This design comes from an exercise in tuning for small area and a short achievable clock period on the open sky130 flow, not from production work. RTL that was checked went through simulation tests only; none was proved equivalent to the original. Function not checked in run 1: the RTL went through the layout flow alone. No activity file was given, so power comes from the tool's default toggle rates.

===== flow/run.sh =====
#!/bin/bash
# The standard layout, with the port buffers made of buf_2 cells instead of
# the resizer's default choice (a slow delay cell).
set -euo pipefail
echo 'export BUFFER_PORTS_ARGS = -buffer_cell sky130_fd_sc_hd__buf_2' >> config.mk
bash standard.sh finish > flow.log 2>&1

===== standard.sh =====
#!/bin/bash
# synth_recipe.tcl (not shown) runs the flow's synth.tcl, then flattens the netlist and writes it again
# the make line also repeats each setting of config.mk as NAME=value (left out here)
make -C /OpenROAD-flow-scripts/flow DESIGN_CONFIG=/design/flow/config.mk WORK_HOME=/design/flow/orfs CLKGATE_MAP_FILE= SYNTH_SCRIPT=/design/flow/synth_recipe.tcl "${@:-finish}"

===== config.mk =====
export PLATFORM = sky130hd
export DESIGN_NAME = DALU
export DESIGN_NICKNAME = DALU
export VERILOG_FILES = /design/flow/design.v
export SDC_FILE = /design/flow/constraint.sdc
export NUM_CORES = 4
export LEC_CHECK = 0
export ABC_AREA = 1
export CAP_MARGIN = 20
export CORE_MARGIN = 2
export CORE_UTILIZATION = 40
export CTS_BUF_LIST = sky130_fd_sc_hd__clkbuf_8
export SETUP_SLACK_MARGIN = 5
export SLEW_MARGIN = 20
export SYNTH_HIERARCHICAL = 1
export SYNTH_MINIMUM_KEEP_SIZE = 0
export BUFFER_PORTS_ARGS = -buffer_cell sky130_fd_sc_hd__buf_2

===== constraint.sdc =====
create_clock -name core_clock -period 9.0 [get_ports {clk}]
set_input_delay 1.8000 -clock core_clock [delete_from_list [all_inputs] [get_ports {clk}]]
set_output_delay 1.8000 -clock core_clock [all_outputs]
set_load 0.01 [all_outputs]

===== design.v =====
module DALU(clk, rst, in_valid, instruction, out_valid, out);
input clk, rst, in_valid;
input [18:0] instruction;
output [15:0] out;
output reg out_valid;
wire [18:0] ins = instruction;
wire [2:0] op = ins[18:16];
wire [5:0] s = ins[15:10];
wire [5:0] tt = ins[9:4];
wire [3:0] f = ins[3:0];
wire op0 = op == 3'd0, mo1 = op == 3'd1, mo2 = op == 3'd2, mo3 = op == 3'd3, mo4 = op == 3'd4;
wire mlog = op0 & (f == 4'd0 | f == 4'd1 | f == 4'd2);
wire madd = op0 & (f == 4'd3);
wire msub = op0 & (f == 4'd4);
wire selAs = madd | msub | mo3 | mo4;
wire selT = madd | msub, selI = mo3 | mo4, inv = msub | mo4;
wire pass = (op0 & (f <= 4'd4)) | mo3 | mo4;
wire [5:0] lg = f[1] ? (s ^ tt) : f[0] ? (s | tt) : (s & tt);
wire [6:0] nt = 7'd0 - {tt[5], tt};
reg [7:0] r0, r1;
always @* begin
  case (f[1:0])
    2'b01: r0 = {{2{tt[5]}}, tt};
    2'b10: r0 = {nt, 1'b0};
    2'b11: r0 = {nt[6], nt};
    default: r0 = 8'd0;
  endcase
  case (f[3:1])
    3'b001, 3'b010: r1 = {{2{tt[5]}}, tt};
    3'b011: r1 = {tt[5], tt, 1'b0};
    3'b100: r1 = {nt, 1'b0};
    3'b101, 3'b110: r1 = {nt[6], nt};
    default: r1 = 8'd0;
  endcase
end
wire [7:0] w;
wire a0 = ~s[1];
wire a1, a2;
DALU_ha u_a1 (.a(s[2]), .b(tt[2]), .s(a1), .co(a2));
wire a3, a4;
DALU_ha u_a3 (.a(s[3]), .b(tt[3]), .s(a3), .co(a4));
wire a5, a6;
DALU_ha u_a5 (.a(s[4]), .b(tt[4]), .s(a5), .co(a6));
wire a7, a8;
DALU_ha u_a7 (.a(s[5]), .b(tt[5]), .s(a7), .co(a8));
wire a9, a10;
DALU_ha u_a9 (.a(s[5]), .b(tt[5]), .s(a9), .co(a10));
wire a11, a12;
DALU_ha u_a11 (.a(s[5]), .b(tt[5]), .s(a11), .co(a12));
wire a13, a14;
DALU_ha u_a13 (.a(s[0]), .b(tt[0]), .s(a13), .co(a14));
wire a15, a16;
DALU_fa u_a15 (.a(tt[1]), .b(f[1]), .c(a0), .s(a15), .co(a16));
wire a17, a18;
DALU_fa u_a17 (.a(f[2]), .b(s[1]), .c(a1), .s(a17), .co(a18));
wire a19, a20;
DALU_fa u_a19 (.a(f[3]), .b(a2), .c(a3), .s(a19), .co(a20));
wire a21, a22;
DALU_fa u_a21 (.a(f[3]), .b(a4), .c(a5), .s(a21), .co(a22));
wire a23, a24;
DALU_fa u_a23 (.a(f[3]), .b(a6), .c(a7), .s(a23), .co(a24));
wire a25, a26;
DALU_fa u_a25 (.a(f[3]), .b(a8), .c(a9), .s(a25), .co(a26));
wire a27, a28;
DALU_fa u_a27 (.a(f[3]), .b(a10), .c(a11), .s(a27), .co(a28));
wire a29, a30;
DALU_ha u_a29 (.a(f[0]), .b(a13), .s(a29), .co(a30));
wire a31, a32;
DALU_ha u_a31 (.a(a14), .b(a15), .s(a31), .co(a32));
wire a33, a34;
DALU_ha u_a33 (.a(a16), .b(a17), .s(a33), .co(a34));
wire a35, a36;
DALU_ha u_a35 (.a(a18), .b(a19), .s(a35), .co(a36));
wire a37, a38;
DALU_ha u_a37 (.a(a20), .b(a21), .s(a37), .co(a38));
wire a39, a40;
DALU_ha u_a39 (.a(a22), .b(a23), .s(a39), .co(a40));
wire a41, a42;
DALU_ha u_a41 (.a(a24), .b(a25), .s(a41), .co(a42));
wire a43, a44;
DALU_ha u_a43 (.a(a26), .b(a27), .s(a43), .co(a44));
wire a45 = a32 | (a31 & a30);
wire a46 = a31 & a29;
wire a47 = a36 | (a35 & a34);
wire a48 = a35 & a33;
wire a49 = a40 | (a39 & a38);
wire a50 = a39 & a37;
wire a51 = a44 | (a43 & a42);
wire a52 = a43 & a41;
wire a53 = a34 | (a33 & a45);
wire a54 = a33 & a46;
wire a55 = a47 | (a48 & a45);
wire a56 = a48 & a46;
wire a57 = a42 | (a41 & a49);
wire a58 = a41 & a50;
wire a59 = a51 | (a52 & a49);
wire a60 = a52 & a50;
wire a61 = a38 | (a37 & a55);
wire a62 = a37 & a56;
wire a63 = a49 | (a50 & a55);
wire a64 = a50 & a56;
wire a65 = a57 | (a58 & a55);
wire a66 = a58 & a56;
wire a67 = a59 | (a60 & a55);
wire a68 = a60 & a56;
wire a69 = a31 ^ a30;
wire a70 = a33 ^ a45;
wire a71 = a35 ^ a53;
wire a72 = a37 ^ a55;
wire a73 = a39 ^ a61;
wire a74 = a41 ^ a63;
wire a75 = a43 ^ a65;
assign w[0] = a29;
assign w[1] = a69;
assign w[2] = a70;
assign w[3] = a71;
assign w[4] = a72;
assign w[5] = a73;
assign w[6] = a74;
assign w[7] = a75;
reg v1;
reg ya0;
reg ya1;
reg ya2;
reg ya3;
reg ya4;
reg ya5;
reg ya6;
reg ya7;
reg yb0;
reg yb1;
reg yb2;
reg yb3;
reg yb4;
reg yb5;
reg yb6;
reg yb7;
reg yb8;
reg yb9;
reg yc0;
reg x0;
reg x1;
reg x2;
reg x3;
reg x4;
reg x5;
reg e0;
reg f0;
reg plo0;
reg plo1;
reg plo2;
reg plo3;
reg plo4;
reg plo5;
reg pc0;
reg pa0;
reg pa1;
reg pa2;
reg pa3;
reg pa4;
reg pa5;
reg pa6;
reg pa7;
reg pb0;
reg pb1;
reg pb2;
reg pb3;
reg pb5;
reg pb6;
reg pb7;
always @(posedge clk) begin
  v1 <= in_valid & ~rst;
  out_valid <= v1 & ~rst;
  ya0 <= (selAs & s[0]) | (mo1 & r0[0]) | (mlog & lg[0]);
  ya1 <= (selAs & s[1]) | (mo1 & r0[1]) | (mlog & lg[1]);
  ya2 <= (selAs & s[2]) | (mo1 & r0[2]) | (mlog & lg[2]);
  ya3 <= (selAs & s[3]) | (mo1 & r0[3]) | (mlog & lg[3]);
  ya4 <= (selAs & s[4]) | (mo1 & r0[4]) | (mlog & lg[4]) | (mo2 & ~w[1]);
  ya5 <= (selAs & s[5]) | (mo1 & r0[5]) | (mlog & lg[5]) | (mo2 & ~w[1]);
  ya6 <= (selAs & s[5]) | (mo1 & r0[6]) | (mlog & lg[5]) | (mo2 & ~w[1]);
  ya7 <= (selAs & s[5]) | (mo1 & r0[7]) | (mlog & lg[5]) | (mo2 & ~w[1]);
  yb0 <= (madd & tt[0]) | (msub & nt[0]) | (mo3 & ins[0]) | (mo4 & ~ins[0]) | (mo1 & 1'b0) | (mo2 & 1'b0);
  yb1 <= (madd & tt[1]) | (msub & nt[1]) | (mo3 & ins[1]) | (mo4 & ~ins[1]) | (mo1 & 1'b0) | (mo2 & 1'b0);
  yb2 <= (madd & tt[2]) | (msub & nt[2]) | (mo3 & ins[2]) | (mo4 & ~ins[2]) | (mo1 & r1[0]) | (mo2 & 1'b0);
  yb3 <= (madd & tt[3]) | (msub & nt[3]) | (mo3 & ins[3]) | (mo4 & ~ins[3]) | (mo1 & r1[1]) | (mo2 & w[0]);
  yb4 <= (madd & tt[4]) | (msub & nt[4]) | (mo3 & ins[4]) | (mo4 & ~ins[4]) | (mo1 & r1[2]) | (mo2 & w[2]);
  yb5 <= (madd & tt[5]) | (msub & nt[5]) | (mo3 & ins[5]) | (mo4 & ~ins[5]) | (mo1 & r1[3]) | (mo2 & w[3]);
  yb6 <= (madd & tt[5]) | (msub & nt[6]) | (mo3 & ins[6]) | (mo4 & ~ins[6]) | (mo1 & r1[4]) | (mo2 & w[4]);
  yb7 <= (madd & tt[5]) | (msub & nt[6]) | (mo3 & ins[7]) | (mo4 & ~ins[7]) | (mo1 & r1[5]) | (mo2 & w[5]);
  yb8 <= (madd & tt[5]) | (msub & nt[6]) | (mo3 & ins[8]) | (mo4 & ~ins[8]) | (mo1 & r1[6]) | (mo2 & w[6]);
  yb9 <= (madd & tt[5]) | (msub & nt[6]) | (mo3 & ins[9]) | (mo4 & ~ins[9]) | (mo1 & r1[7]) | (mo2 & w[7]);
  yc0 <= mo4;
  x0 <= mo1 ? s[0] : mo2 ? w[2] : pass;
  x1 <= mo1 ? s[1] : mo2 ? w[3] : 1'b0;
  x2 <= mo1 ? s[2] : mo2 ? w[4] : 1'b0;
  x3 <= mo1 ? s[3] : mo2 ? w[5] : 1'b0;
  x4 <= mo1 ? s[4] : mo2 ? w[6] : 1'b0;
  x5 <= mo1 ? s[5] : mo2 ? w[7] : 1'b0;
  e0 <= mo2 & w[0];
  f0 <= mo2 & ~w[1] & ~w[0];
  plo0 <= m221;
  plo1 <= m223;
  plo2 <= m225;
  plo3 <= m227;
  plo4 <= m229;
  plo5 <= m231;
  pc0 <= m232;
  pa0 <= m160;
  pa1 <= m168;
  pa2 <= m176;
  pa3 <= m184;
  pa4 <= m201;
  pa5 <= m209;
  pa6 <= m210;
  pa7 <= m219;
  pb0 <= m167;
  pb1 <= m175;
  pb2 <= m183;
  pb3 <= m191;
  pb5 <= m202;
  pb6 <= m215;
  pb7 <= m216;
end
wire [10:0] y;
wire m0, m1;
DALU_ha u_m0 (.a(ya0), .b(yb0), .s(m0), .co(m1));
wire m2, m3;
DALU_ha u_m2 (.a(ya1), .b(yb1), .s(m2), .co(m3));
wire m4, m5;
DALU_ha u_m4 (.a(ya2), .b(yb2), .s(m4), .co(m5));
wire m6, m7;
DALU_ha u_m6 (.a(ya3), .b(yb3), .s(m6), .co(m7));
wire m8, m9;
DALU_ha u_m8 (.a(ya4), .b(yb4), .s(m8), .co(m9));
wire m10, m11;
DALU_ha u_m10 (.a(ya5), .b(yb5), .s(m10), .co(m11));
wire m12, m13;
DALU_ha u_m12 (.a(ya6), .b(yb6), .s(m12), .co(m13));
wire m14, m15;
DALU_ha u_m14 (.a(ya7), .b(yb7), .s(m14), .co(m15));
wire m16, m17;
DALU_ha u_m16 (.a(ya7), .b(yb8), .s(m16), .co(m17));
wire m18, m19;
DALU_ha u_m18 (.a(ya7), .b(yb9), .s(m18), .co(m19));
wire m20, m21;
DALU_ha u_m20 (.a(ya7), .b(yb9), .s(m20), .co(m21));
wire m22 = m3 | (m2 & m1);
wire m23 = m2 & m0;
wire m24 = m7 | (m6 & m5);
wire m25 = m6 & m4;
wire m26 = m11 | (m10 & m9);
wire m27 = m10 & m8;
wire m28 = m15 | (m14 & m13);
wire m29 = m14 & m12;
wire m30 = m19 | (m18 & m17);
wire m31 = m18 & m16;
wire m32 = m5 | (m4 & m22);
wire m33 = m4 & m23;
wire m34 = m24 | (m25 & m22);
wire m35 = m25 & m23;
wire m36 = m13 | (m12 & m26);
wire m37 = m12 & m27;
wire m38 = m28 | (m29 & m26);
wire m39 = m29 & m27;
wire m40 = m21 | (m20 & m30);
wire m41 = m20 & m31;
wire m42 = m9 | (m8 & m34);
wire m43 = m8 & m35;
wire m44 = m26 | (m27 & m34);
wire m45 = m27 & m35;
wire m46 = m36 | (m37 & m34);
wire m47 = m37 & m35;
wire m48 = m38 | (m39 & m34);
wire m49 = m39 & m35;
wire m50 = m17 | (m16 & m48);
wire m51 = m16 & m49;
wire m52 = m30 | (m31 & m48);
wire m53 = m31 & m49;
wire m54 = m40 | (m41 & m48);
wire m55 = m41 & m49;
wire m56 = m1 | (m0 & yc0);
wire m57 = m22 | (m23 & yc0);
wire m58 = m32 | (m33 & yc0);
wire m59 = m34 | (m35 & yc0);
wire m60 = m42 | (m43 & yc0);
wire m61 = m44 | (m45 & yc0);
wire m62 = m46 | (m47 & yc0);
wire m63 = m48 | (m49 & yc0);
wire m64 = m50 | (m51 & yc0);
wire m65 = m52 | (m53 & yc0);
wire m66 = m54 | (m55 & yc0);
wire m67 = m0 ^ yc0;
wire m68 = m2 ^ m56;
wire m69 = m4 ^ m57;
wire m70 = m6 ^ m58;
wire m71 = m8 ^ m59;
wire m72 = m10 ^ m60;
wire m73 = m12 ^ m61;
wire m74 = m14 ^ m62;
wire m75 = m16 ^ m63;
wire m76 = m18 ^ m64;
wire m77 = m20 ^ m65;
assign y[0] = m67;
assign y[1] = m68;
assign y[2] = m69;
assign y[3] = m70;
assign y[4] = m71;
assign y[5] = m72;
assign y[6] = m73;
assign y[7] = m74;
assign y[8] = m75;
assign y[9] = m76;
assign y[10] = m77;
wire m78 = x0 & y[0];
wire m79 = x0 & y[1];
wire m80 = x0 & y[2];
wire m81 = x0 & y[3];
wire m82 = x0 & y[4];
wire m83 = x0 & y[5];
wire m84 = x0 & y[6];
wire m85 = x0 & y[7];
wire m86 = x0 & y[8];
wire m87 = x0 & y[9];
wire m88 = ~(x0 & y[10]);
wire m89 = x1 & y[0];
wire m90 = x1 & y[1];
wire m91 = x1 & y[2];
wire m92 = x1 & y[3];
wire m93 = x1 & y[4];
wire m94 = x1 & y[5];
wire m95 = x1 & y[6];
wire m96 = x1 & y[7];
wire m97 = x1 & y[8];
wire m98 = x1 & y[9];
wire m99 = ~(x1 & y[10]);
wire m100 = x2 & y[0];
wire m101 = x2 & y[1];
wire m102 = x2 & y[2];
wire m103 = x2 & y[3];
wire m104 = x2 & y[4];
wire m105 = x2 & y[5];
wire m106 = x2 & y[6];
wire m107 = x2 & y[7];
wire m108 = x2 & y[8];
wire m109 = x2 & y[9];
wire m110 = ~(x2 & y[10]);
wire m111 = x3 & y[0];
wire m112 = x3 & y[1];
wire m113 = x3 & y[2];
wire m114 = x3 & y[3];
wire m115 = x3 & y[4];
wire m116 = x3 & y[5];
wire m117 = x3 & y[6];
wire m118 = x3 & y[7];
wire m119 = x3 & y[8];
wire m120 = x3 & y[9];
wire m121 = ~(x3 & y[10]);
wire m122 = x4 & y[0];
wire m123 = x4 & y[1];
wire m124 = x4 & y[2];
wire m125 = x4 & y[3];
wire m126 = x4 & y[4];
wire m127 = x4 & y[5];
wire m128 = x4 & y[6];
wire m129 = x4 & y[7];
wire m130 = x4 & y[8];
wire m131 = x4 & y[9];
wire m132 = ~(x5 & y[0]);
wire m133 = ~(x5 & y[1]);
wire m134 = ~(x5 & y[2]);
wire m135 = ~(x5 & y[3]);
wire m136 = ~(x5 & y[4]);
wire m137 = ~(x5 & y[5]);
wire m138 = ~(x5 & y[6]);
wire m139 = ~(x5 & y[7]);
wire m140 = ~(x5 & y[8]);
wire m141, m142;
DALU_fa u_m141 (.a(f0), .b(m100), .c(m90), .s(m141), .co(m142));
wire m143, m144;
DALU_fa u_m143 (.a(m111), .b(m101), .c(m91), .s(m143), .co(m144));
wire m145, m146;
DALU_fa u_m145 (.a(m81), .b(m142), .c(m143), .s(m145), .co(m146));
wire m147, m148;
DALU_fa u_m147 (.a(m122), .b(m112), .c(m102), .s(m147), .co(m148));
wire m149, m150;
DALU_fa u_m149 (.a(m92), .b(m82), .c(m144), .s(m149), .co(m150));
wire m151, m152;
DALU_fa u_m151 (.a(m147), .b(m146), .c(m149), .s(m151), .co(m152));
wire m153 = ~(m132 ^ m123);
wire m154 = m132 | m123;
wire m155, m156;
DALU_fa u_m155 (.a(m113), .b(m103), .c(m93), .s(m155), .co(m156));
wire m157, m158;
DALU_fa u_m157 (.a(m153), .b(m83), .c(m148), .s(m157), .co(m158));
wire m159, m160;
DALU_fa u_m159 (.a(m155), .b(m150), .c(m157), .s(m159), .co(m160));
wire m161, m162;
DALU_fa u_m161 (.a(m133), .b(m124), .c(m114), .s(m161), .co(m162));
wire m163, m164;
DALU_fa u_m163 (.a(m104), .b(m154), .c(m94), .s(m163), .co(m164));
wire m165, m166;
DALU_fa u_m165 (.a(m84), .b(m161), .c(m156), .s(m165), .co(m166));
wire m167, m168;
DALU_fa u_m167 (.a(m158), .b(m163), .c(m165), .s(m167), .co(m168));
wire m169, m170;
DALU_fa u_m169 (.a(m134), .b(m125), .c(m115), .s(m169), .co(m170));
wire m171, m172;
DALU_fa u_m171 (.a(m105), .b(m95), .c(m162), .s(m171), .co(m172));
wire m173, m174;
DALU_fa u_m173 (.a(m85), .b(m169), .c(m164), .s(m173), .co(m174));
wire m175, m176;
DALU_fa u_m175 (.a(m171), .b(m166), .c(m173), .s(m175), .co(m176));
wire m177, m178;
DALU_fa u_m177 (.a(m135), .b(m126), .c(m116), .s(m177), .co(m178));
wire m179, m180;
DALU_fa u_m179 (.a(m106), .b(m96), .c(m170), .s(m179), .co(m180));
wire m181, m182;
DALU_fa u_m181 (.a(m86), .b(m177), .c(m172), .s(m181), .co(m182));
wire m183, m184;
DALU_fa u_m183 (.a(m179), .b(m174), .c(m181), .s(m183), .co(m184));
wire m185, m186;
DALU_fa u_m185 (.a(m136), .b(m127), .c(m117), .s(m185), .co(m186));
wire m187, m188;
DALU_fa u_m187 (.a(m107), .b(m87), .c(m97), .s(m187), .co(m188));
wire m189, m190;
DALU_fa u_m189 (.a(m178), .b(m185), .c(m180), .s(m189), .co(m190));
wire m191, m192;
DALU_fa u_m191 (.a(m187), .b(m182), .c(m189), .s(m191), .co(m192));
wire m193 = ~(m137 ^ m128);
wire m194 = m137 | m128;
wire m195, m196;
DALU_fa u_m195 (.a(m118), .b(m88), .c(m98), .s(m195), .co(m196));
wire m197, m198;
DALU_fa u_m197 (.a(m108), .b(m186), .c(m193), .s(m197), .co(m198));
wire m199, m200;
DALU_fa u_m199 (.a(m188), .b(m195), .c(m197), .s(m199), .co(m200));
wire m201, m202;
DALU_fa u_m201 (.a(m190), .b(m199), .c(m192), .s(m201), .co(m202));
wire m203, m204;
DALU_fa u_m203 (.a(m138), .b(m129), .c(m99), .s(m203), .co(m204));
wire m205, m206;
DALU_fa u_m205 (.a(m109), .b(m119), .c(m194), .s(m205), .co(m206));
wire m207, m208;
DALU_fa u_m207 (.a(m196), .b(m203), .c(m198), .s(m207), .co(m208));
wire m209, m210;
DALU_fa u_m209 (.a(m205), .b(m200), .c(m207), .s(m209), .co(m210));
wire m211, m212;
DALU_fa u_m211 (.a(m139), .b(m110), .c(m120), .s(m211), .co(m212));
wire m213, m214;
DALU_fa u_m213 (.a(m130), .b(m204), .c(m211), .s(m213), .co(m214));
wire m215, m216;
DALU_fa u_m215 (.a(m206), .b(m213), .c(m208), .s(m215), .co(m216));
wire m217, m218;
DALU_fa u_m217 (.a(m121), .b(m131), .c(m140), .s(m217), .co(m218));
wire m219, m220;
DALU_fa u_m219 (.a(m212), .b(m217), .c(m214), .s(m219), .co(m220));
wire m221, m222;
DALU_ha u_m221 (.a(e0), .b(m78), .s(m221), .co(m222));
wire m223, m224;
DALU_fa u_m223 (.a(m89), .b(m79), .c(m222), .s(m223), .co(m224));
wire m225, m226;
DALU_fa u_m225 (.a(m80), .b(m141), .c(m224), .s(m225), .co(m226));
wire m227, m228;
DALU_ha u_m227 (.a(m145), .b(m226), .s(m227), .co(m228));
wire m229, m230;
DALU_ha u_m229 (.a(m151), .b(m228), .s(m229), .co(m230));
wire m231, m232;
DALU_fa u_m231 (.a(m152), .b(m159), .c(m230), .s(m231), .co(m232));
wire [7:0] phi;
wire o0, o1;
DALU_ha u_o0 (.a(pa0), .b(pb0), .s(o0), .co(o1));
wire o2, o3;
DALU_ha u_o2 (.a(pa1), .b(pb1), .s(o2), .co(o3));
wire o4, o5;
DALU_ha u_o4 (.a(pa2), .b(pb2), .s(o4), .co(o5));
wire o6, o7;
DALU_ha u_o6 (.a(pa3), .b(pb3), .s(o6), .co(o7));
wire o8, o9;
DALU_ha u_o8 (.a(pa5), .b(pb5), .s(o8), .co(o9));
wire o10, o11;
DALU_ha u_o10 (.a(pa6), .b(pb6), .s(o10), .co(o11));
wire o12, o13;
DALU_ha u_o12 (.a(pa7), .b(pb7), .s(o12), .co(o13));
wire o14 = o3 | (o2 & o1);
wire o15 = o2 & o0;
wire o16 = o7 | (o6 & o5);
wire o17 = o6 & o4;
wire o18 = o8 & pa4;
wire o19 = o13 | (o12 & o11);
wire o20 = o12 & o10;
wire o21 = o5 | (o4 & o14);
wire o22 = o4 & o15;
wire o23 = o16 | (o17 & o14);
wire o24 = o17 & o15;
wire o25 = o11 | (o10 & o9);
wire o26 = o10 & o18;
wire o27 = o19 | (o20 & o9);
wire o28 = o20 & o18;
wire o29 = pa4 & o23;
wire o30 = pa4 & o24;
wire o31 = o9 | (o18 & o23);
wire o32 = o18 & o24;
wire o33 = o25 | (o26 & o23);
wire o34 = o26 & o24;
wire o35 = o27 | (o28 & o23);
wire o36 = o28 & o24;
wire o37 = o1 | (o0 & pc0);
wire o38 = o14 | (o15 & pc0);
wire o39 = o21 | (o22 & pc0);
wire o40 = o23 | (o24 & pc0);
wire o41 = o29 | (o30 & pc0);
wire o42 = o31 | (o32 & pc0);
wire o43 = o33 | (o34 & pc0);
wire o44 = o35 | (o36 & pc0);
wire o45 = o0 ^ pc0;
wire o46 = o2 ^ o37;
wire o47 = o4 ^ o38;
wire o48 = o6 ^ o39;
wire o49 = pa4 ^ o40;
wire o50 = o8 ^ o41;
wire o51 = o10 ^ o42;
wire o52 = o12 ^ o43;
assign phi[0] = o45;
assign phi[1] = o46;
assign phi[2] = o47;
assign phi[3] = o48;
assign phi[4] = o49;
assign phi[5] = o50;
assign phi[6] = o51;
assign phi[7] = o52;
wire [13:0] p = {phi, plo5, plo4, plo3, plo2, plo1, plo0};
assign out = {{2{p[13]}}, p};
endmodule
module DALU_fa(input a, input b, input c, output s, output co);
assign s = a ^ b ^ c;
assign co = (a & b) | (a & c) | (b & c);
endmodule
module DALU_ha(input a, input b, output s, output co);
assign s = a ^ b;
assign co = a & b;
endmodule

==> flow_summary.toml, run 1 <==
[clocking]
cts_setup_buffers = 0
clkTransAtPathRegs_ps = 90
cts_tree = "yes"
cts_resized = 0
clock_tree.root_cell = "clkbuf_8"
clk_latency_ps = 300
cts_max_level = 2
clockBufferDepth = 2
numCtsBuffers = 5
clkSinkCount = 51
holdBufCountCts = 0

[yosys]
syn-num-nets = 741
synth_edf_count = 0
yosys-top-cells-area = "dfxtp_1, fa_1, ha_1"
ys_ff_latch = 51
synth_area_per_cell_um2 = 7.977
ys.flop_type = "dfxtp_1"
ys_seq_area_frac = 0.2081
synth_top_area_frac = 0.2081
async_reset_ff_frac = 0
syn_inst = 615
ys_types = 42
yosysWarnings = 7
yosys.area.top_type = "dfxtp_1"
syn_area_um2 = 4906

[power_and_ir_drop]
intPower_uw = 559.6
leakage_uw = 0.002691
swShare = 0.4239
p_comb_frac = 0.545
peakVddDrop_mv = 0.07909
p_sw_uw = 411.7
seq_power_share = 0.308
clockPowerShare = 0.148
power_density_nw_per_um2 = 185.1

[layout]
final_nets = 767
final_layout_size_suffix_gt1_frac = 0.1121
area_growth_pct = 6.937
antennaDiodeCount = 0
final_common_cell = "nand2_1"
final_cell_mix = "nand2_1, nor2_1, inv_1, ha_1, dfxtp_1"

[floorplan]
start_util = 0.4084
rows = 40
die_h_um = 114.7
die_w_um = 114.7
num_io_pins = 39
core-area_um2 = 12010
die_area_um2 = 13170

[run_status]
status = "no timing/DRC/antenna violations"

[placement]
dp_hpwl_um = 10440
gp_congestion = 0.9486
io_buffers = 38
place_ws_ps = 4843

[detailed_routing]
routed_wl_um = 12380
drtPass1Iterations = 5
drc = 0
viasPerCell = 5.298
vias = 4180
first_iter_violations = 357
wl_per_cell_um = 15.69
drt.antenna.violating_nets = 0

[worst_setup_path]
critical_path_class = "in2reg"
required_ps = 9200
path_max_fanout = 9
critPathArrivalTime_ps = 4020
start_kind = "input pin"
cp-end-kind = "flip-flop"

[sta]
fin_ws_ps = 5178
skew_ps = 4.321
fin_crit_sh = 0.4247
slew_headroom = 0.6045
rsz0062_at_grt = "false"
whs_ps = 410.7
setup_viol = 0
max_freq_mhz = 261.6
tns_ps = 0
hold_violations = 0
worst_pin_slew_ps = 590.1
slew_viol_final = 0
period_needed_ps = 3822

[grt]
grt_usage = 0.2045
antenna_found_initial = 0
grt_pass1_wl_um = 21090
overflow = 0
grt_max_degree = 18
grt_pass1_vias = 4306

[min_path]
min_path_type = "reg2reg"

[flow_run]
drv_cap = 0
==> cells in the mapped netlist, types with 3 or more instances <==
master and instances:
nand2_1 121, nor2_1 72, inv_1 69, ha_1 56, dfxtp_1 51, fa_1 48
nand3_1 43, a21oi_1 24, o21ai_0 21, buf_4 16, o211ai_1 10, nand4_1 7
xor2_1 7, nor3_1 6, or2_2 6, nand2_2 5, o22ai_1 5, clkinv_1 4
inv_2 4, o21ai_1 4, o2111ai_1 3, o221ai_1 3, xnor2_1 3
==> metal layers <==
metal / global-route usage / vias to the layer above / part of all wire
met1: 0.2434 / 1992 / 0.42
li1: - / 2035 / -
met4: 0.06908 / 0 / 0.023
met5: 0 / - / 0
met2: 0.3826 / 129 / 0.51
met3: 0.02267 / 24 / 0.044
==> cell type report <==
| type | instances | area (µm²) |
|---|---|---|
| Multi-Input combinational cell | 466 | 3450 |
| Clock inverter | 1 | 3.754 |
| Clock buffer | 7 | 96.34 |
| Tap cell | 147 | 183.9 |
| Fill cell | 1228 | 6765 |
| Timing Repair Buffer | 38 | 190.2 |
| Sequential cell | 51 | 1021 |
| Inverter | 79 | 301.5 |
==> power by group through the flow <==
stage	logic [µW]	clock network (µW)	registers, µW
3_5_place_dp	536	0	305
6_report	529	143	299
5_1_grt	614	158	303
3_3_place_gp	525	0	304
4_1_cts	538	151	300
2_1_floorplan	472	0	296
==> metrics by stage <==
stage	power [µW]	util	cells	area, µm²
floorplan	768.2	-	615	4906
global placement	829.2	0.4284	781	5146
detailed placement	841.3	0.4284	781	5146
CTS	989.2	0.4368	789	5246
global route	1075	0.4368	789	5246
finish	971.2	0.4368	789	5246
==> modules after synthesis (local to each module, per instance) <==
module	cell area, µm²	flops+latches
DALU_ha	12.51	0
DALU_fa	20.02	0
DALU	3495	51
==> cells by family after synthesis <==
| family | share of synthesized area |
|---|---|
| AOI/OAI and AO/OA | 0.09615 |
| buffers and inverters | 0.08875 |
| adders and majority gates | 0.3387 |
| and+or+nand+nor | 0.2505 |
| DFF | 0.2081 |
| xor gates and xnor gates | 0.01785 |
==> worst paths after layout <==
kind                       start   endpoint  slack [ps]  depth (start not counted)
setup / recovery  instruction[7]        yb7        5180                         11
hold / removal                v1  out_valid         410                          2
setup reg to reg             ya2        pa4        5220                         13
hold reg to reg               v1  out_valid         410                          2
==> critical path, cell delays in order <==
cell and delay, ps:
buf_2 150, ha_1 300, fa_1 440, ha_1 330, a21oi_1 160, nand2_1 120, ha_1 200, nor2_1 130
a21oi_1 90, nor3_1 200, nand2_1 70
==> run 2: changes to the inputs <==
--- a/design.v
+++ b/design.v
@@ -14,5 +14,4 @@
 wire msub = op0 & (f == 4'd4);
 wire selAs = madd | msub | mo3 | mo4;
-wire selT = madd | msub, selI = mo3 | mo4, inv = msub | mo4;
 wire pass = (op0 & (f <= 4'd4)) | mo3 | mo4;
 wire [5:0] lg = f[1] ? (s ^ tt) : f[0] ? (s | tt) : (s & tt);
@@ -128,4 +127,6 @@
 reg ya6;
 reg ya7;
+reg ya8;
+reg ya9;
 reg yb0;
 reg yb1;
@@ -172,22 +173,24 @@
   v1 <= in_valid & ~rst;
   out_valid <= v1 & ~rst;
-  ya0 <= (selAs & s[0]) | (mo1 & r0[0]) | (mlog & lg[0]);
-  ya1 <= (selAs & s[1]) | (mo1 & r0[1]) | (mlog & lg[1]);
-  ya2 <= (selAs & s[2]) | (mo1 & r0[2]) | (mlog & lg[2]);
-  ya3 <= (selAs & s[3]) | (mo1 & r0[3]) | (mlog & lg[3]);
-  ya4 <= (selAs & s[4]) | (mo1 & r0[4]) | (mlog & lg[4]) | (mo2 & ~w[1]);
-  ya5 <= (selAs & s[5]) | (mo1 & r0[5]) | (mlog & lg[5]) | (mo2 & ~w[1]);
-  ya6 <= (selAs & s[5]) | (mo1 & r0[6]) | (mlog & lg[5]) | (mo2 & ~w[1]);
-  ya7 <= (selAs & s[5]) | (mo1 & r0[7]) | (mlog & lg[5]) | (mo2 & ~w[1]);
-  yb0 <= (madd & tt[0]) | (msub & nt[0]) | (mo3 & ins[0]) | (mo4 & ~ins[0]) | (mo1 & 1'b0) | (mo2 & 1'b0);
-  yb1 <= (madd & tt[1]) | (msub & nt[1]) | (mo3 & ins[1]) | (mo4 & ~ins[1]) | (mo1 & 1'b0) | (mo2 & 1'b0);
-  yb2 <= (madd & tt[2]) | (msub & nt[2]) | (mo3 & ins[2]) | (mo4 & ~ins[2]) | (mo1 & r1[0]) | (mo2 & 1'b0);
-  yb3 <= (madd & tt[3]) | (msub & nt[3]) | (mo3 & ins[3]) | (mo4 & ~ins[3]) | (mo1 & r1[1]) | (mo2 & w[0]);
-  yb4 <= (madd & tt[4]) | (msub & nt[4]) | (mo3 & ins[4]) | (mo4 & ~ins[4]) | (mo1 & r1[2]) | (mo2 & w[2]);
-  yb5 <= (madd & tt[5]) | (msub & nt[5]) | (mo3 & ins[5]) | (mo4 & ~ins[5]) | (mo1 & r1[3]) | (mo2 & w[3]);
-  yb6 <= (madd & tt[5]) | (msub & nt[6]) | (mo3 & ins[6]) | (mo4 & ~ins[6]) | (mo1 & r1[4]) | (mo2 & w[4]);
-  yb7 <= (madd & tt[5]) | (msub & nt[6]) | (mo3 & ins[7]) | (mo4 & ~ins[7]) | (mo1 & r1[5]) | (mo2 & w[5]);
-  yb8 <= (madd & tt[5]) | (msub & nt[6]) | (mo3 & ins[8]) | (mo4 & ~ins[8]) | (mo1 & r1[6]) | (mo2 & w[6]);
-  yb9 <= (madd & tt[5]) | (msub & nt[6]) | (mo3 & ins[9]) | (mo4 & ~ins[9]) | (mo1 & r1[7]) | (mo2 & w[7]);
+  ya0 <= (selAs & s[0]) | (mo1 & r0[0]) | (mlog & lg[0]) | (mo2 & 1'b0);
+  ya1 <= (selAs & s[1]) | (mo1 & r0[1]) | (mlog & lg[1]) | (mo2 & 1'b0);
+  ya2 <= (selAs & s[2]) | (mo1 & r0[2]) | (mlog & lg[2]) | (mo2 & 1'b0);
+  ya3 <= (selAs & s[3]) | (mo1 & r0[3]) | (mlog & lg[3]) | (mo2 & w[0]);
+  ya4 <= (selAs & s[4]) | (mo1 & r0[4]) | (mlog & lg[4]) | (mo2 & w[2]);
+  ya5 <= (selAs & s[5]) | (mo1 & r0[5]) | (mlog & lg[5]) | (mo2 & w[3]);
+  ya6 <= (selAs & s[5]) | (mo1 & r0[6]) | (mlog & lg[5]) | (mo2 & w[4]);
+  ya7 <= (selAs & s[5]) | (mo1 & r0[7]) | (mlog & lg[5]) | (mo2 & w[5]);
+  ya8 <= (selAs & s[5]) | (mo1 & r0[7]) | (mlog & lg[5]) | (mo2 & w[6]);
+  ya9 <= (selAs & s[5]) | (mo1 & r0[7]) | (mlog & lg[5]) | (mo2 & w[7]);
+  yb0 <= (madd & tt[0]) | (msub & nt[0]) | (mo3 & ins[0]) | (mo4 & ~ins[0]) | (mo1 & 1'b0);
+  yb1 <= (madd & tt[1]) | (msub & nt[1]) | (mo3 & ins[1]) | (mo4 & ~ins[1]) | (mo1 & 1'b0);
+  yb2 <= (madd & tt[2]) | (msub & nt[2]) | (mo3 & ins[2]) | (mo4 & ~ins[2]) | (mo1 & r1[0]);
+  yb3 <= (madd & tt[3]) | (msub & nt[3]) | (mo3 & ins[3]) | (mo4 & ~ins[3]) | (mo1 & r1[1]);
+  yb4 <= (madd & tt[4]) | (msub & nt[4]) | (mo3 & ins[4]) | (mo4 & ~ins[4]) | (mo1 & r1[2]) | (mo2 & ~w[1]);
+  yb5 <= (madd & tt[5]) | (msub & nt[5]) | (mo3 & ins[5]) | (mo4 & ~ins[5]) | (mo1 & r1[3]) | (mo2 & ~w[1]);
+  yb6 <= (madd & tt[5]) | (msub & nt[6]) | (mo3 & ins[6]) | (mo4 & ~ins[6]) | (mo1 & r1[4]) | (mo2 & ~w[1]);
+  yb7 <= (madd & tt[5]) | (msub & nt[6]) | (mo3 & ins[7]) | (mo4 & ~ins[7]) | (mo1 & r1[5]) | (mo2 & ~w[1]);
+  yb8 <= (madd & tt[5]) | (msub & nt[6]) | (mo3 & ins[8]) | (mo4 & ~ins[8]) | (mo1 & r1[6]) | (mo2 & ~w[1]);
+  yb9 <= (madd & tt[5]) | (msub & nt[6]) | (mo3 & ins[9]) | (mo4 & ~ins[9]) | (mo1 & r1[7]) | (mo2 & ~w[1]);
   yc0 <= mo4;
   x0 <= mo1 ? s[0] : mo2 ? w[2] : pass;
@@ -240,9 +243,9 @@
 DALU_ha u_m14 (.a(ya7), .b(yb7), .s(m14), .co(m15));
 wire m16, m17;
-DALU_ha u_m16 (.a(ya7), .b(yb8), .s(m16), .co(m17));
+DALU_ha u_m16 (.a(ya8), .b(yb8), .s(m16), .co(m17));
 wire m18, m19;
-DALU_ha u_m18 (.a(ya7), .b(yb9), .s(m18), .co(m19));
+DALU_ha u_m18 (.a(ya9), .b(yb9), .s(m18), .co(m19));
 wire m20, m21;
-DALU_ha u_m20 (.a(ya7), .b(yb9), .s(m20), .co(m21));
+DALU_ha u_m20 (.a(ya9), .b(yb9), .s(m20), .co(m21));
 wire m22 = m3 | (m2 & m1);
 wire m23 = m2 & m0;
--- a/config.mk
+++ b/config.mk
@@ -9,5 +9,5 @@
 export CAP_MARGIN = 20
 export CORE_MARGIN = 2
-export CORE_UTILIZATION = 40
+export CORE_UTILIZATION = 60
 export CTS_BUF_LIST = sky130_fd_sc_hd__clkbuf_8
 export SETUP_SLACK_MARGIN = 5
==> run 2 against run 1 <==
Clock power grew 13%. Design area fell by 0.86%. Hold slack gained 0.97 ps. Core utilization increased by 23 points. Routed wire length is 2.0% lower. Via count increased by 1.8%. Count of clock-buffer cells in the layout decreased by 2. First-iteration DRC count is 45% lower. Sequential power is 3% higher. Power is 2.6% higher. Fmax decreased by 0.36%. Flip-flop and latch count up 2. Largest power group unchanged. Highest routed layer unchanged.
==> flow_summary.toml, run 2 <==
[detailed_routing]
viasPerCell = 5.689
first_iter_violations = 196
drc = 0
wl_met2_um = 6291
wl_met3_um = 591
drt.antenna.violating_nets = 0
wl_met1_um = 4692
routed_wl_um = 12130
drtPass1Iterations = 5
vias = 4255
highest_layer = "met4"
wl_per_cell_um = 16.21

[grt]
overflow = 0
grt_usage = 0.2957
grt_pass1_vias = 4393
grt_pass1_wl_um = 20210
antenna_found_initial = 0
grt_max_degree = 17

[yosys]
yosysMostFrequentCell = "nand2_1"
ys_types = 36
syn_inst = 618
yosys-top-cells-area = "dfxtp_1, fa_1, ha_1"
yosysWarnings = 7
synth_edf_count = 0
syn-num-nets = 744
yosys.area.top_type = "dfxtp_1"
async_reset_ff_frac = 0
ys_seq_area_frac = 0.2166
ys_ff_latch = 53
synth_common_cells = "nand2_1, nor2_1, inv_1, ha_1, dfxtp_1"
synth_top_area_frac = 0.2166
syn_area_um2 = 4898
synth_area_per_cell_um2 = 7.926
ys.flop_type = "dfxtp_1"

[layout]
area_growth_pct = 6.181
ff_latch_area_um2 = 1061
final_common_cell = "nand2_1"
fillers = 709
final_cells = 748
antennaDiodeCount = 0
final_layout_size_suffix_gt1_frac = 0.1068
final_nets = 771
multi_input_area_um2 = 3430
finalInstanceArea_um2 = 5201
final_cell_mix = "nand2_1, nor2_1, inv_1, ha_1, dfxtp_1"

[clocking]
clk_latency_ps = 310
cts_max_level = 2
clkTransAtPathRegs_ps = 90
cts_setup_buffers = 0
clkSinkCount = 53
cts_tree = "yes"
numCtsBuffers = 5
holdBufCountCts = 0
clock_tree.root_cell = "clkbuf_8"
clockBufferDepth = 2

[floorplan]
die_area_um2 = 8903
die_w_um = 94.36
start_util = 0.6274
rows = 32
core-area_um2 = 7807
die_h_um = 94.36
num_io_pins = 39

[placement]
io_buffers = 38
dp_hpwl_um = 10140
dp.cells = 740
gp_congestion = 1.003
dpl_cell_area_um2 = 5087

[worst_setup_path]
r2r-start = "ya1"
critPathArrivalTime_ps = 4030
path_max_fanout = 5
cp-end-kind = "flip-flop"
critical_path_class = "reg2reg"
required_ps = 9190
crit_start = "ya1"
start_kind = "flip-flop"

[sta]
setup_viol = 0
worst_pin_slew_ps = 566.9
whs_ps = 411.7
fin_crit_sh = 0.4262
rsz0062_at_grt = "false"
hold_violations = 0
slew_headroom = 0.6173
tns_ps = 0
slew_viol_final = 0
period_needed_ps = 3836
max_freq_mhz = 260.7
skew_ps = 11.22

[power_and_ir_drop]
peakVddDrop_mv = 0.08440
leakage_uw = 0.002733
power_density_nw_per_um2 = 191.6

[min_path]
min_path_type = "reg2reg"
hp-start = "v1"

[flow_run]
drv_cap = 0

[run_status]
status = "no timing/DRC/antenna violations"
[run 2: cell count changes after synthesis, moves of 4 or more]
cell / change
o211ai_1: -6
nand4_1: +4
o21ai_0: +4
nor2_1: +7
[run 2: where the power goes]
part           switching (µW)  leakage [µW]  internal, µW
Clock                    78.2     0.0000595          82.5
Sequential               21.3      0.000439           287
Combinational             315       0.00223           212
Total                     415       0.00273           582
[run 2: critical path, cell delays in order, from the launching register on]
cell and delay, ps:
dfxtp_1 330, ha_1 340, nand2_1 120, nand2_1 90, nand2_1 70, nand2_1 110
or3_1 360, nand2_2 140, nor2_1 70, fa_1 400, fa_1 420, fa_1 470
fa_1 400, fa_1 430
[run 2: final cells by class]
| class | instances | area share |
|---|---|---|
| timing repair buffer | 38 | 0.03656 |
| inverter | 75 | 0.05413 |
| clock buffer | 5 | 0.01323 |
| tap | 102 | 0.02454 |
| sequential | 53 | 0.2040 |
| clock inverter | 3 | 0.008179 |
| multi-input combinational | 472 | 0.6594 |
[run 2: metal layers]
layer  global-route usage  vias to the layer above
met4               0.1437                        0
met1               0.3244                     1996
met5                    0                        -
met3              0.03352                       45
li1                     -                     2046
met2               0.5625                      168
[run 2: repair_timing]
item,CTS,global route
endpoints found under the hold margin,0,0
resized for setup,0,2
endpoints found under the setup margin,0,5
[run 2: kinds of logic (layout without fill, tap and decap cells)]
logic type | after synthesis | in the layout | share of synthesized area
buffers and inverters | 93 | 121 | 0.08378
flip-flops | 53 | 53 | 0.2166
XOR/XNOR | 10 | 10 | 0.01788
AO/OA/AOI/OAI | 73 | 73 | 0.08608
AND/OR/NAND/NOR | 285 | 285 | 0.2565
adder cells (fa/ha/maj) | 104 | 104 | 0.3392
[run 2: worst paths after layout]
check / to / slack, ps / cells after the start
setup reg to reg: pa4 / 5160 / 13
setup / recovery: pa4 / 5160 / 13
hold / removal: out_valid / 410 / 2
hold reg to reg: out_valid / 410 / 2
[run 2: modules after synthesis, one instance, submodules excluded]
module | copies in the design | flip-flops and latches | cells inside
DALU | 1 | 53 | 534
DALU_fa | 48 | 0 | 1
DALU_ha | 36 | 0 | 1
[run 2: stage by stage]
step           total power (µW)  utilization  setup slack (ps)
2_1_floorplan             772.9            -              5286
3_3_place_gp              819.7       0.6516              5020
3_5_place_dp              843.8       0.6516              4980
4_1_cts                    1005       0.6659              5129
5_1_grt                    1090       0.6662              5006
6_report                  996.6       0.6662              5164
==> run 3: changes to the inputs <==
--- a/config.mk
+++ b/config.mk
@@ -9,5 +9,5 @@
 export CAP_MARGIN = 20
 export CORE_MARGIN = 2
-export CORE_UTILIZATION = 60
+export CORE_UTILIZATION = 40
 export CTS_BUF_LIST = sky130_fd_sc_hd__clkbuf_8
 export SETUP_SLACK_MARGIN = 5
==> run 3 against run 2 <==
Setup slack improved by 36 ps. Hold slack got worse by 3.5 ps. Critical path depth decreased by 6. Synthesized area unchanged. Flip-flop and latch count unchanged. Routed wire length increased by 1.0%. Register-to-register slack improved by 50 ps. Highest routed layer unchanged.
==> flow_summary.toml, run 3 <==
[placement]
place_ws_ps = 4984
dpl_cell_area_um2 = 5144
dp_hpwl_um = 10240
io_buffers = 38
gp_congestion = 0.9490

[layout]
multi_input_area_um2 = 3430
final_cell_mix = "nand2_1, nor2_1, inv_1, ha_1, dfxtp_1"
area_growth_pct = 6.999
ff_latch_area_um2 = 1061
antennaDiodeCount = 0
fillers = 1223
finalInstanceArea_um2 = 5241
final_nets = 771
final_layout_size_suffix_gt1_frac = 0.1084
final_common_cell = "nand2_1"

[sta]
slew_headroom = 0.6216
period_needed_ps = 3800
tns_ps = 0
fin_ws_ps = 5200
max_freq_mhz = 263.2
setup_viol = 0
rsz0062_at_grt = "false"
worst_pin_slew_ps = 566.9
whs_ps = 408.2
hold_violations = 0
fin_crit_sh = 0.4222
skew_ps = 8.513
slew_viol_final = 0

[worst_setup_path]
crit_start = "pb1"
crit_end = "out[14]"
cp-end-kind = "output port"
path_max_fanout = 4
r2r-start = "ya1"
reg2regPathDepth = 13
critical_path_class = "reg2out"
critPathArrivalTime_ps = 2000
start_kind = "flip-flop"
rr_endpoint = "pa4"
required_ps = 7200
rrSetupSlack_ps = 5210

[min_path]
min_path_type = "reg2reg"

[yosys]
ys_seq_area_frac = 0.2166
syn-num-nets = 744
async_reset_ff_frac = 0
synth_edf_count = 0
yosys.area.top_type = "dfxtp_1"
ys_ff_latch = 53
ys.flop_type = "dfxtp_1"
syn_area_um2 = 4898
yosys-top-cells-area = "dfxtp_1, fa_1, ha_1"
yosysWarnings = 7
syn_inst = 618
ys_types = 36
synth_area_per_cell_um2 = 7.926
yosysMostFrequentCell = "nand2_1"
synth_common_cells = "nand2_1, nor2_1, inv_1, ha_1, dfxtp_1"
synth_top_area_frac = 0.2166

[power_and_ir_drop]
leakage_uw = 0.002723
power_density_nw_per_um2 = 185.1
peakVddDrop_mv = 0.05537
power_uw = 970.0

[clocking]
clkTransAtPathRegs_ps = 100
clk_latency_ps = 320
clock_tree.root_cell = "clkbuf_8"
clockBufferDepth = 2
clkSinkCount = 53
cts_max_level = 2
cts_tree = "yes"
numCtsBuffers = 5

[grt]
grt_max_degree = 20
antenna_found_initial = 0
overflow = 0
grt_usage = 0.1952
grt_pass1_wl_um = 20020
grt_pass1_vias = 4110

[flow_run]
drv_cap = 0

[detailed_routing]
wl_per_cell_um = 15.45
viasPerCell = 5.198
drt.antenna.violating_nets = 0
drtPass1Iterations = 5
drc = 0
first_iter_violations = 196
vias = 4122
routed_wl_um = 12250

[floorplan]
core-area_um2 = 11960
num_io_pins = 39
rows = 40
die_area_um2 = 13150
start_util = 0.4095
die_w_um = 114.7
die_h_um = 114.7

[run_status]
status = "no timing/DRC/antenna violations"
-- run 3: worst max-delay path, stage by stage, from the launching register on --
cell and delay [ps]:
dfxtp_1 320, ha_1 340, a21oi_1 100, o21ai_0 340, nand3_1 120, nand3_1 110
xor2_1 200, buf_2 160
-- run 3: per-module statistics from Yosys (local to each module, per instance) --
module | cells inside | area [µm²] | copies in the design
DALU | 534 | 3487 | 1
DALU_fa | 1 | 20.02 | 48
DALU_ha | 1 | 12.51 | 36
-- run 3: logic make-up (layout without fill, tap and decap cells) --
kind of cell	after synthesis	in the layout	share of synthesized area
and+or+nand+nor	285	285	0.2565
adders and majority gates	104	104	0.3392
buffers and inverters	93	121	0.08378
AOI/OAI and AO/OA	73	73	0.08608
DFF	53	53	0.2166
xor gates and xnor gates	10	10	0.01788
-- run 3: layer usage --
metal / global-route usage / wire length, µm / vias to the layer above
met4: 0.06504 / 325 / 0
li1: - / - / 2050
met1: 0.2286 / 5151 / 1930
met2: 0.3649 / 6217 / 122
met5: 0 / 0 / -
met3: 0.02541 / 557 / 20
-- run 3: worst min-delay path by stage --
stage          slack, ps  startpoint        end  cells after the start
2_1_floorplan        390          v1  out_valid                      2
3_3_place_gp         390          v1  out_valid                      2
3_5_place_dp         400          v1  out_valid                      2
4_1_cts              410          v1  out_valid                      2
5_1_grt              430          v1  out_valid                      2
6_report             410          v1  out_valid                      2
-- run 3: final cells by class --
class | instances | share of cell area
sequential | 53 | 0.2024
clock buffer | 5 | 0.01313
timing repair buffer | 38 | 0.03629
tap | 147 | 0.03509
inverter | 75 | 0.05371
clock inverter | 3 | 0.005013
multi-input combinational | 472 | 0.6543
-- run 3: timing repair --
item / in CTS / in global routing
hold buffers: 0 / 0
endpoints found under the setup margin: 0 / 1
buffers inserted: 0 / 0
gates resized for setup: 0 / 1
-- run 3: stage by stage --
stage	instances	util
floorplan	618	-
global placement	785	0.4300
detailed placement	785	0.4300
CTS	793	0.4380
global route	793	0.4382
finish	793	0.4382
-- run 3: where the power goes --
| group | internal [µW] | switching [µW] |
|---|---|---|
| Clock | 57.8 | 83.5 |
| Combinational | 211 | 309 |
| Sequential | 287 | 20.4 |
==> run 4: changes to the inputs <==
==> flow/run.sh (replaced) <==
#!/bin/bash
# The standard layout, with the port buffers made of buf_2 cells instead of
# the resizer's default choice (a slow delay cell), and timing repair aiming
# at 4.7 ns of setup slack.
set -euo pipefail
echo 'export BUFFER_PORTS_ARGS = -buffer_cell sky130_fd_sc_hd__buf_2' >> config.mk
echo 'export SETUP_SLACK_MARGIN = 4.7' >> config.mk
bash standard.sh finish > flow.log 2>&1
--- a/config.mk
+++ b/config.mk
@@ -11,7 +11,7 @@
 export CORE_UTILIZATION = 40
 export CTS_BUF_LIST = sky130_fd_sc_hd__clkbuf_8
-export SETUP_SLACK_MARGIN = 5
 export SLEW_MARGIN = 20
 export SYNTH_HIERARCHICAL = 1
 export SYNTH_MINIMUM_KEEP_SIZE = 0
 export BUFFER_PORTS_ARGS = -buffer_cell sky130_fd_sc_hd__buf_2
+export SETUP_SLACK_MARGIN = 4.7
==> run 4 against run 3 <==
Still clean. Routed wire length about the same. Power about the same. Die area did not move. Highest routed layer unchanged.
==> flow_summary.toml, run 4 <==
[yosys]
synth_area_per_cell_um2 = 7.926
syn_area_um2 = 4898
ys_seq_area_frac = 0.2166
yosysMostFrequentCell = "nand2_1"
async_reset_ff_frac = 0
syn_inst = 618
ys_ff_latch = 53
yosys.area.top_type = "dfxtp_1"
synth_edf_count = 0
yosys-top-cells-area = "dfxtp_1, fa_1, ha_1"
ys.flop_type = "dfxtp_1"
ys_types = 36
synth_top_area_frac = 0.2166
syn-num-nets = 744
yosysWarnings = 7
synth_common_cells = "nand2_1, nor2_1, inv_1, ha_1, dfxtp_1"

[clocking]
clk_latency_ps = 320
cts_resized = 0
numCtsBuffers = 5
cts_tree = "yes"
clkTransAtPathRegs_ps = 100
clkSinkCount = 53
cts_max_level = 2
cts_setup_buffers = 0
holdBufCountCts = 0
clock_tree.root_cell = "clkbuf_8"
clockBufferDepth = 2

[worst_setup_path]
critPathArrivalTime_ps = 4040
start_kind = "flip-flop"
path_cells = "ha_1, nand2_1, nand2_1, nand2_1, nand2_1, or3_1, nand2_1, nor2_1, fa_1, fa_1, fa_1, fa_1, fa_1"
slowest_delay_ps = 470
critical_path_class = "reg2reg"
required_ps = 9200
crit_slowest_cell = "fa_1"
critPathBufInv = 0
cp_top_family = "adder cells"
path_max_fanout = 5
cp-end-kind = "flip-flop"

[layout]
multi_input_area_um2 = 3427
final_cells = 793
final_common_cell = "nand2_1"
final_layout_size_suffix_gt1_frac = 0.1068
post-route-util = 0.4380
ff_latch_area_um2 = 1061
antennaDiodeCount = 0
final_nets = 771
area_growth_pct = 6.948
fillers = 1223
final_cell_mix = "nand2_1, nor2_1, inv_1, ha_1, dfxtp_1"

[sta]
slew_viol_final = 0
period_needed_ps = 3840
fin_crit_sh = 0.4267
tns_ps = 0
whs_ps = 408.2
setup_viol = 0
max_freq_mhz = 260.4
slew_headroom = 0.6267
hold_violations = 0
skew_ps = 8.496
worst_pin_slew_ps = 559.3
rsz0062_at_grt = "false"

[grt]
antenna_found_initial = 0
grt_usage = 0.1952
grt_pass1_wl_um = 20020
grt_pass1_vias = 4110
grt_max_degree = 20
overflow = 0

[floorplan]
num_io_pins = 39
die_w_um = 114.7
core-area_um2 = 11960
die_area_um2 = 13150
rows = 40
die_h_um = 114.7
start_util = 0.4095

[detailed_routing]
drtPass1Iterations = 5
viasPerCell = 5.207
vias = 4129
drt.antenna.violating_nets = 0
routed_wl_um = 12240
first_iter_violations = 208
wl_per_cell_um = 15.44
drc = 0

[flow_run]
drv_cap = 0

[min_path]
min_path_type = "reg2reg"

[placement]
io_buffers = 38
gp_congestion = 0.9490
dp_hpwl_um = 10240
dp.cells = 785

[power_and_ir_drop]
p_sw_uw = 413.3
clockPowerShare = 0.146
seq_power_share = 0.317
intPower_uw = 556.7
leakage_uw = 0.002723
p_comb_frac = 0.537
power_uw = 970.0
swShare = 0.4261
power_density_nw_per_um2 = 185.2
peakVddDrop_mv = 0.05537

[run_status]
status = "no timing/DRC/antenna violations"
==> run 4: cell counts after synthesis <==
No cell type changed its count.
==> run 4: worst min-delay path, delay by kind of cell, from the launching register on <==
family                 cells  cell delay [ps]
buffers and inverters      1               40
and+or+nand+nor            1               30
DFF                        1              310
==> run 4: cell type report <==
cell class	instances	share of cell area
multi-input combinational	472	0.6542
sequential	53	0.2025
inverter	75	0.05374
timing repair buffer	38	0.03630
tap	147	0.03511
clock buffer	5	0.01314
clock inverter	3	0.005016
==> run 4: routing by layer <==
| layer | wire length [µm] | GRT usage |
|---|---|---|
| met1 | 5242 | 0.2286 |
| met5 | 0 | 0 |
| met2 | 6209 | 0.3649 |
| met3 | 479 | 0.02541 |
| met4 | 311 | 0.06504 |
==> run 4: kinds of logic (layout without fill, tap and decap cells) <==
| family | after synthesis | after routing | synth area share |
|---|---|---|---|
| simple gates | 285 | 285 | 0.2565 |
| fa+ha+maj | 104 | 104 | 0.3392 |
| buf+inv | 93 | 121 | 0.08378 |
| compound gates | 73 | 73 | 0.08608 |
| flops | 53 | 53 | 0.2166 |
| xor+xnor | 10 | 10 | 0.01788 |
==> run 4: per-stage QoR <==
| step | setup WS [ps] | area, µm² |
|---|---|---|
| after floorplan | 5286 | 4898 |
| after global placement | 5001 | 5144 |
| after detailed placement | 4984 | 5144 |
| after CTS | 5133 | 5239 |
| after global routing | 4987 | 5239 |
| final | 5160 | 5239 |
==> run 4: path summary, 6_finish.rpt <==
| check | cells past startpoint | startpoint | slack [ps] | to |
|---|---|---|---|---|
| worst max-delay path | 13 | ya1 | 5160 | pa4 |
| worst min-delay path | 2 | v1 | 410 | out_valid |
| worst max register to register | 13 | ya1 | 5160 | pa4 |
| worst min register to register | 2 | v1 | 410 | out_valid |
==> run 4: power by group through the flow <==
stage               Combinational [µW]  Sequential, µW  Clock [µW]
finish                             521             308         141
global route                       599             313         157
CTS                                526             309         148
detailed placement                 524             314           0
global placement                   513             313           0
floorplan                          467             306           0
==> run 4: per-module statistics from Yosys (local to each module, per instance) <==
module   flops+latches  copies in the design  cells inside  cell area [µm²]
DALU                53                     1           534             3487
DALU_ha              0                    36             1            12.51
DALU_fa              0                    48             1            20.02
==> run 5: changes to the inputs <==
==> flow/run.sh (replaced) <==
#!/bin/bash
# The standard layout, with the port buffers made of buf_2 cells instead of
# the resizer's default choice (a slow delay cell), and timing repair aiming
# at 5.5 ns of setup slack.
set -euo pipefail
echo 'export BUFFER_PORTS_ARGS = -buffer_cell sky130_fd_sc_hd__buf_2' >> config.mk
echo 'export SETUP_SLACK_MARGIN = 5.5' >> config.mk
bash standard.sh finish > flow.log 2>&1
--- a/config.mk
+++ b/config.mk
@@ -15,3 +15,3 @@
 export SYNTH_MINIMUM_KEEP_SIZE = 0
 export BUFFER_PORTS_ARGS = -buffer_cell sky130_fd_sc_hd__buf_2
-export SETUP_SLACK_MARGIN = 4.7
+export SETUP_SLACK_MARGIN = 5.5
==> run 5 against run 4 <==
Critical path type is now in2reg. Critical endpoint is now x3. Sequential share of layout area is 1.6 points lower. Core utilization is 4.6 points higher. Synthesized cell count stayed put. Clock power hardly changed. Via count is 3.9% higher. Clock skew is 7.1 ps higher. Largest cell class unchanged. Non-clock buffer count is 13 higher. Count of clock-buffer cells in the layout stayed put. Routed wire length is 8.3% higher. Die area stayed put. Sequential power is 4% higher.
==> flow_summary.toml, run 5 <==
[run_status]
status = "no timing/DRC/antenna violations"

[yosys]
muxShareOfSynthArea = 0
synth_area_per_cell_um2 = 7.926
syn_inst = 618
synth-simple-area-share = 0.2564
synth_common_cells = "nand2_1, nor2_1, inv_1, ha_1, dfxtp_1"
synth_compound_area_frac = 0.08608
synth_edf_count = 0
yosysMostFrequentCell = "nand2_1"
syn-num-nets = 744
synth_top_family_by_area = "adder cells"
ys_types = 36
synth-xor-area-share = 0.01788
synth_top_area_frac = 0.2166
yosys-top-cells-area = "dfxtp_1, fa_1, ha_1"
ys_ff_latch = 53
async_reset_ff_frac = 0
yosysWarnings = 7
synthAdderAreaFrac = 0.3392
ys.flop_type = "dfxtp_1"
syn_area_um2 = 4898
yosys.area.top_type = "dfxtp_1"
ys_seq_area_frac = 0.2166

[grt]
overflow = 0
grt_pass1_wl_um = 21580
grt_usage = 0.2107
grt_pass1_vias = 4426
antenna_found_initial = 0
grt_max_degree = 18

[layout]
fillers = 1146
final_common_cell = "nand2_1"
final_cells = 806
antennaDiodeCount = 0
final_layout_size_suffix_gt1_frac = 0.2473
final_nets = 784
final_cell_mix = "nand2_1, nor2_1, inv_1, ha_1, fa_1"
area_growth_pct = 18.11

[worst_setup_path]
start_kind = "input pin"
crit_top_cell = "ha_4"
cp-end-kind = "flip-flop"
required_ps = 9210
critPathArrivalTime_ps = 3730
critical_path_class = "in2reg"
path_max_fanout = 5
rrSetupSlack_ps = 5590
crit_slowest_cell = "fa_1"
path_cells = "buf_12, ha_4, fa_1, ha_4, a21oi_2, nand2_2, ha_4, nor2_4, a21oi_2, o21ai_1, o21ai_1"
slowest_delay_ps = 580

[placement]
io_buffers = 38
gp_congestion = 0.9186
dp.cells = 785
dp_hpwl_um = 10500

[sta]
rsz0062_at_grt = "true"
whs_ps = 411.4
slew_headroom = 0.6211
hold_violations = 0
setup_viol = 0
skew_ps = 15.64
tns_ps = 0
fin_crit_sh = 0.3912
max_freq_mhz = 284.0
period_needed_ps = 3521
worst_pin_slew_ps = 566.2
slew_viol_final = 0

[floorplan]
start_util = 0.4095
core-area_um2 = 11960
rows = 40
die_area_um2 = 13150
die_w_um = 114.7
num_io_pins = 39
die_h_um = 114.7

[detailed_routing]
drtPass1Iterations = 5
routed_wl_um = 13260
drt.antenna.violating_nets = 0
drc = 0
viasPerCell = 5.320
wl_per_cell_um = 16.45
vias = 4288
first_iter_violations = 221

[clocking]
clkSinkCount = 53
numCtsBuffers = 5
clock_tree.root_cell = "clkbuf_8"
cts_tree = "yes"
cts_max_level = 2
clk_latency_ps = 320
clockBufferDepth = 2
clkTransAtPathRegs_ps = 110

[min_path]
min_path_type = "reg2reg"

[power_and_ir_drop]
power_density_nw_per_um2 = 193.8
peakVddDrop_mv = 0.08084
power_uw = 1121
leakage_uw = 0.002819

[flow_run]
drv_cap = 0
run 5: cell counts after synthesis:
Identical to the previous run, type by type.
run 5: critical path, delay by kind of cell:
kind                       cells  cell delay (ps)
and+or+nand+nor                2              200
buffers and inverters          1              110
AOI/OAI and AO/OA              4              400
adders and majority gates      4             1220
run 5: power by group:
group / switching (µW) / total (µW) / internal (µW)
combinational: 367 / 660 / 292
sequential: 29.5 / 320 / 291
clock: 86.6 / 141 / 54.8
total: 483 / 1120 / 638
run 5: final timing paths:
kind / startpoint / end / cells after the start
min: v1 / out_valid / 2
max reg2reg: ya1 / pa4 / 13
min reg2reg: v1 / out_valid / 2
max: instruction[7] / x3 / 11
run 5: logic make-up after synthesis:
logic type,after synthesis
AO/OA/AOI/OAI,73
XOR/XNOR,10
adder cells (fa/ha/maj),104
buffers and inverters,93
flip-flops,53
AND/OR/NAND/NOR,285
run 5: per-module statistics from Yosys (local to each module, per instance):
module / cells inside / cell area, µm² / flip-flops and latches
DALU: 534 / 3487 / 53
DALU_ha: 1 / 12.51 / 0
DALU_fa: 1 / 20.02 / 0
run 5: layout make-up:
| cell class | count | area, µm² | share of cell area |
|---|---|---|---|
| Inverter | 75 | 287.8 | 0.04974 |
| Clock buffer | 5 | 68.82 | 0.01189 |
| Timing Repair Buffer | 51 | 325.3 | 0.05623 |
| Tap cell | 147 | 183.9 | 0.03179 |
| Sequential cell | 53 | 1079 | 0.1864 |
| Clock inverter | 3 | 22.52 | 0.003893 |
| Multi-Input combinational cell | 472 | 3819 | 0.6600 |
run 5: what timing repair did:
item                                    in CTS  in global routing
hold buffers                                 0                  0
gates resized for setup                     47                 55
buffers inserted                             7                  6
endpoints found under the setup margin      17                 23
pin swaps                                   14                 26
run 5: metal layers:
layer  share of wire  wire (µm)  GRT usage
met4           0.031        410    0.09024
met3           0.038        501    0.02435
met2            0.52       6830     0.3882
met1            0.42       5512     0.2452
met5               0          0          0
run 5: stage by stage:
step | utilization | setup WS, ps | area (µm²)
floorplan | - | 5394 | 4935
global placement | 0.4331 | 5112 | 5180
detailed placement | 0.4331 | 5061 | 5180
CTS | 0.4629 | 5414 | 5537
global route | 0.4837 | 5379 | 5786
finish | 0.4837 | 5479 | 5786

static timing again, ports no longer ideal:
How much do the figures lean on ideal ports? The routed layouts below were timed once more, with nothing changed but the port constraints. Step 1 assumes that a clkbuf_16 drives the clock port and a buf_2 every other input. Step 2 times the ports against the registers' clock, not the clock port: input delays grow and output delays shrink by t, the midpoint of the rising clock arrivals with the driver on. Slacks: ideal / step 1 / step 2; pairs: ideal / step 1.
run | t, ns | setup slack, ns | worst setup path at the end | slew at the worst register clock pin (ns)
run 1 | 0.336 | 5.178 / 5.145 / 4.858 | input to register | 0.09 / 0.09
run 2 | 0.337 | 5.164 / 5.164 / 4.940 | input to register | 0.10 / 0.10
run 3 | 0.346 | 5.200 / 5.169 / 4.966 | input to register | 0.10 / 0.10
run 4 | 0.346 | 5.160 / 5.160 / 4.970 | input to register | 0.10 / 0.10
run 5 | 0.349 | 5.479 / 5.460 / 5.112 | input to register | 0.11 / 0.11
After both steps setup and hold are still met in every run listed. The setup slack of run 5, which loses most, moves by -0.019 ns with the drivers and by -0.367 ns with both steps.
